Context: an optimization exercise on an open-source flow, tuned for small area. The choices shown serve that exercise and are no tape-out recipe. Only simulation tests tie the RTL to the original design; equivalence was not proved. No activity file was given, so power comes from the tool's default toggle rates.

==> flow/design.v <==
module simple_480p (
    input  wire logic clk_pix,    
    input  wire logic rst,        
    output      logic [9:0] sx,   
    output      logic [9:0] sy,   
    output      logic hsync,      
    output      logic vsync,      
    output      logic de          
    );
    parameter HA_END = 639;            
    parameter HS_STA = HA_END + 16;    
    parameter HS_END = HS_STA + 96;    
    parameter LINE   = 799;            
    parameter VA_END = 479;            
    parameter VS_STA = VA_END + 10;    
    parameter VS_END = VS_STA + 2;     
    parameter SCREEN = 524;            
    always_comb begin
        hsync = ~(sx >= HS_STA && sx < HS_END);   
        vsync = ~(sy >= VS_STA && sy < VS_END);   
        de = (sx <= HA_END && sy <= VA_END);
    end
    always_ff @(posedge clk_pix) begin
        if (sx == LINE) begin   
            sx <= 0;
            sy <= (sy == SCREEN) ? 0 : sy + 1;   
        end else begin
            sx <= sx + 1;
        end
        if (rst) begin
            sx <= 0;
            sy <= 0;
        end
    end
endmodule
`default_nettype none
`timescale 1ns / 1ps
module top_bounce #(parameter CORDW=10) (   
    input  wire logic clk_pix,          
    input  wire logic rst,              
    input  wire logic [CORDW-1:0] init_q1x,   
    input  wire logic [CORDW-1:0] init_q1y,
    input  wire logic [CORDW-1:0] init_q2x,   
    input  wire logic [CORDW-1:0] init_q2y,
    input  wire logic [CORDW-1:0] init_q3x,   
    input  wire logic [CORDW-1:0] init_q3y,
    input  wire logic [5:0] init_dir,   
    output      logic [CORDW-1:0] sx,   
    output      logic [CORDW-1:0] sy,   
    output      logic de,               
    output      logic [7:0] sdl_r,      
    output      logic [7:0] sdl_g,      
    output      logic [7:0] sdl_b       
    );
    logic last_x, last_y, act_x, act_y;
    always_comb begin
        last_x = sx[9] & sx[8] & (&sx[4:0]);               
        last_y = sy[9] & sy[3] & sy[2];                    
        act_x = ~(sx[9] & (sx[8] | sx[7]));                
        act_y = ~(sy[9] | (&sy[8:5]));                     
        de = act_x & act_y;
    end
    always_ff @(posedge clk_pix) begin
        sx <= last_x ? 10'd0 : sx + 10'd1;
        sy <= (last_x && last_y) ? 10'd0 : sy + {9'd0, last_x};
        if (rst) begin
            sx <= 0;
            sy <= 0;
        end
    end
    logic [9:0] c1x, c2x, c3x;
    logic [8:0] c1y, c2y, c3y;
    logic q1dx, q1dy, q2dx, q2dy, q3dx, q3dy;
    logic eval;
    always_comb eval = last_y && (sx == 0);
    logic z1x, z2x, z3x, z1y, z2y, z3y;
    always_comb begin
        z1x = (c1x == 0); z2x = (c2x == 0); z3x = (c3x == 0);
        z1y = (c1y == 0); z2y = (c2y == 0); z3y = (c3y == 0);
    end
    logic h1x, l1x, h2x, l2x, h3x, l3x, h1y, l1y, h2y, l2y, h3y, l3y;
    always_comb begin
        h1x = c1x[9] & c1x[4] & c1x[3] & (c1x[2] | c1x[1]);           
        l1x = ~|c1x[9:1];                                              
        h2x = (&c2x[8:5]) & c2x[3] & (c2x[1] | c2x[0]);                
        l2x = z2x;                                                     
        h3x = c3x[8] & c3x[7] & c3x[5] & c3x[4] & (c3x[3] | (&c3x[2:0]));  
        l3x = z3x;                                                     
        h1y = c1y[8] & c1y[6] & c1y[5] & c1y[4] & c1y[3] & (c1y[2] | c1y[1]);  
        l1y = ~|c1y[8:1];                                              
        h2y = c2y[8] & c2y[6] & c2y[3] & (c2y[1] | c2y[0]);            
        l2y = z2y;                                                     
        h3y = c3y[8] & c3y[4] & (c3y[3] | (&c3y[2:0]));                
        l3y = z3y;                                                     
    end
    logic hold1x, hold2x, hold3x, ext1y, ext2y, ext3y;
    always_comb begin
        hold1x = last_y && (q1dx ? (sx < 798) : (sx < 2));
        hold2x = last_y && (q2dx ? (sx < 799) : (sx < 1));
        hold3x = last_y && (q3dx ? (sx < 799) : (sx < 1));
        ext1y  = last_y && (q1dy ? (sx < 2) : (sx < 478));
        ext2y  = last_y && (q2dy ? (sx < 1) : (sx < 479));
        ext3y  = last_y && (q3dy ? (sx < 1) : (sx < 479));
    end
    function automatic [9:0] decx(input [9:0] c, input en);
        decx = c - {9'd0, en};
        if (en && c == 0) decx[7:5] = 3'b000;    
    endfunction
    function automatic [8:0] decy(input [8:0] c, input en);
        decy = c - {8'd0, en};
        if (en && c == 0) decy[5] = 1'b0;        
    endfunction
    logic stepy;
    always_comb stepy = last_x & act_y;
    always_ff @(posedge clk_pix) begin
        c1x <= decx(c1x, !hold1x);
        c2x <= decx(c2x, !hold2x);
        c3x <= decx(c3x, !hold3x);
        c1y <= decy(c1y, stepy || ext1y);
        c2y <= decy(c2y, stepy || ext2y);
        c3y <= decy(c3y, stepy || ext3y);
        q1dx <= (eval & h1x) | (q1dx & ~(eval & l1x));
        q2dx <= (eval & h2x) | (q2dx & ~(eval & l2x));
        q3dx <= (eval & h3x) | (q3dx & ~(eval & l3x));
        q1dy <= (eval & h1y) | (q1dy & ~(eval & l1y));
        q2dy <= (eval & h2y) | (q2dy & ~(eval & l2y));
        q3dy <= (eval & h3y) | (q3dy & ~(eval & l3y));
        if (rst) begin
            c1x <= init_q1x;
            c1y <= init_q1y[8:0];
            c2x <= {1'b0, init_q2x[8:0]};
            c2y <= init_q2y[8:0];
            c3x <= {1'b0, init_q3x[8:0]};
            c3y <= init_q3y[8:0];
            {q3dy, q3dx, q2dy, q2dx, q1dy, q1dx} <= init_dir;
        end
    end
    logic q1_draw, q2_draw, q3_draw;
    always_comb begin
        q1_draw = (z1x || c1x >= 701) && (z1y || c1y >= 381);
        q2_draw = (z2x || c2x >= 651) && (z2y || c2y >= 331);
        q3_draw = (z3x || c3x >= 601) && (z3y || c3y >= 281);
    end
    logic r, g, b;
    always_ff @(posedge clk_pix) begin
        r <= de && q1_draw;
        g <= de && q2_draw;
        b <= de && q3_draw;
    end
    always_comb begin
        sdl_r = {8{r}};
        sdl_g = {8{g}};
        sdl_b = {8{b}};
    end
endmodule
Settings: LEC_CHECK=0, CAP_MARGIN=20, CORE_MARGIN=2, CORE_UTILIZATION=40, CTS_BUF_LIST=sky130_fd_sc_hd__clkbuf_8, SLEW_MARGIN=20; clock period 10.0 ns.
standard.sh (not shown) runs the stock make flow with config.mk's settings and CLKGATE_MAP_FILE= SYNTH_SCRIPT=/design/flow/synth_recipe.tcl, a recipe that flattens the netlist after the stock synthesis.
==> flow/flow/run.sh <==
#!/bin/bash
# Standard ORFS layout (standard.sh) with three changes:
#  - synthesis: the reference script, but abc maps with an area script
#    (flow/area.abc) and Yosys's adder cell mapping is skipped;
#  - every port still gets its own buffer, but the smallest one (buf_1);
#  - clock tree: CTS with larger sink clusters and no dummy loads.
set -euo pipefail
W=$PWD
export FLOW_WORK=$W
bash standard.sh \
  SYNTH_SCRIPT=$W/flow/synth_area.tcl \
  MY_ABC_SCRIPT=$W/flow/area.abc \
  FLOW_WORK=$W \
  ADDER_MAP_FILE= \
  "BUFFER_PORTS_ARGS=-buffer_cell sky130_fd_sc_hd__buf_1" \
  "CTS_ARGS=-sink_clustering_enable -repair_clock_nets -dont_use_dummy_load -buf_list sky130_fd_sc_hd__clkbuf_16 -sink_clustering_size 50 -sink_clustering_max_diameter 150" \
  finish > $W/standard.log 2>&1
==> flow/flow/area.abc <==
strash
dc2
balance
rewrite
refactor
balance
rewrite
rewrite -z
balance
refactor -z
rewrite -z
balance
strash
dc2
balance
rewrite
refactor
balance
rewrite
rewrite -z
balance
refactor -z
rewrite -z
balance
&get -n
&st
&synch2
&nf -R 1000
&put
==> flow/flow/synth_area.tcl <==
proc abc {args} {
  set i [lsearch $args -script]
  if {$i >= 0 && [info exists ::env(MY_ABC_SCRIPT)]} {
    lset args [expr {$i + 1}] $::env(MY_ABC_SCRIPT)
  }
  yosys abc {*}$args
}
source $::env(FLOW_WORK)/synth_recipe.tcl
The baseline went through all stages and came out clean.
==> next run, changes <==
==> flow/flow/run.sh (replaced) <==
#!/bin/bash
set -euo pipefail
W=$PWD
export FLOW_WORK=$W
bash standard.sh \
  SYNTH_SCRIPT=$W/flow/synth_area.tcl \
  MY_ABC_SCRIPT=$W/flow/area.abc \
  FLOW_WORK=$W \
  ADDER_MAP_FILE= \
  "BUFFER_PORTS_ARGS=-buffer_cell sky130_fd_sc_hd__buf_1" \
  finish > $W/standard.log 2>&1
CTS_CLUSTER_DIAMETER = 100   (was not set)
CTS_CLUSTER_SIZE = 30   (was not set)
Cell area shrinks by 0.32%.
Global-route usage is about the same.
Utilization falls by 0.15 points.
Total power shrinks by 3.0%.
Wire length stays flat.
Setup slack is worse by 0.031 ns.
Die area stays the same.
Hold slack improved by 0.0041 ns.
Cell count rises by 0.95%.
Via count is about the same.

-- what the ideal ports hide --
Ports are ideal in the flow. The routed layouts listed here were re-timed in OpenROAD. Step 1 assumes that a clkbuf_16 drives the clock port and a buf_2 every other input. Step 2 times the ports against the registers' clock, not the clock port: input delays grow and output delays shrink by t, the midpoint of the rising clock arrivals with the driver on. Three values: no drivers, after step 1, after step 2; two values: the first two.
| run | t, ns | slack for setup (ns) | cell pins on the clock port's net |
|---|---|---|---|
| the first run | 0.355 | 6.506 / 6.470 / 6.257 | 1 |
| the second run | 0.374 | 6.475 / 6.443 / 6.267 | 1 |
After both steps setup and hold are still met in every run listed. For the first run, which loses most, drivers alone change the setup slack by -0.036 ns; drivers and shift together by -0.249 ns.
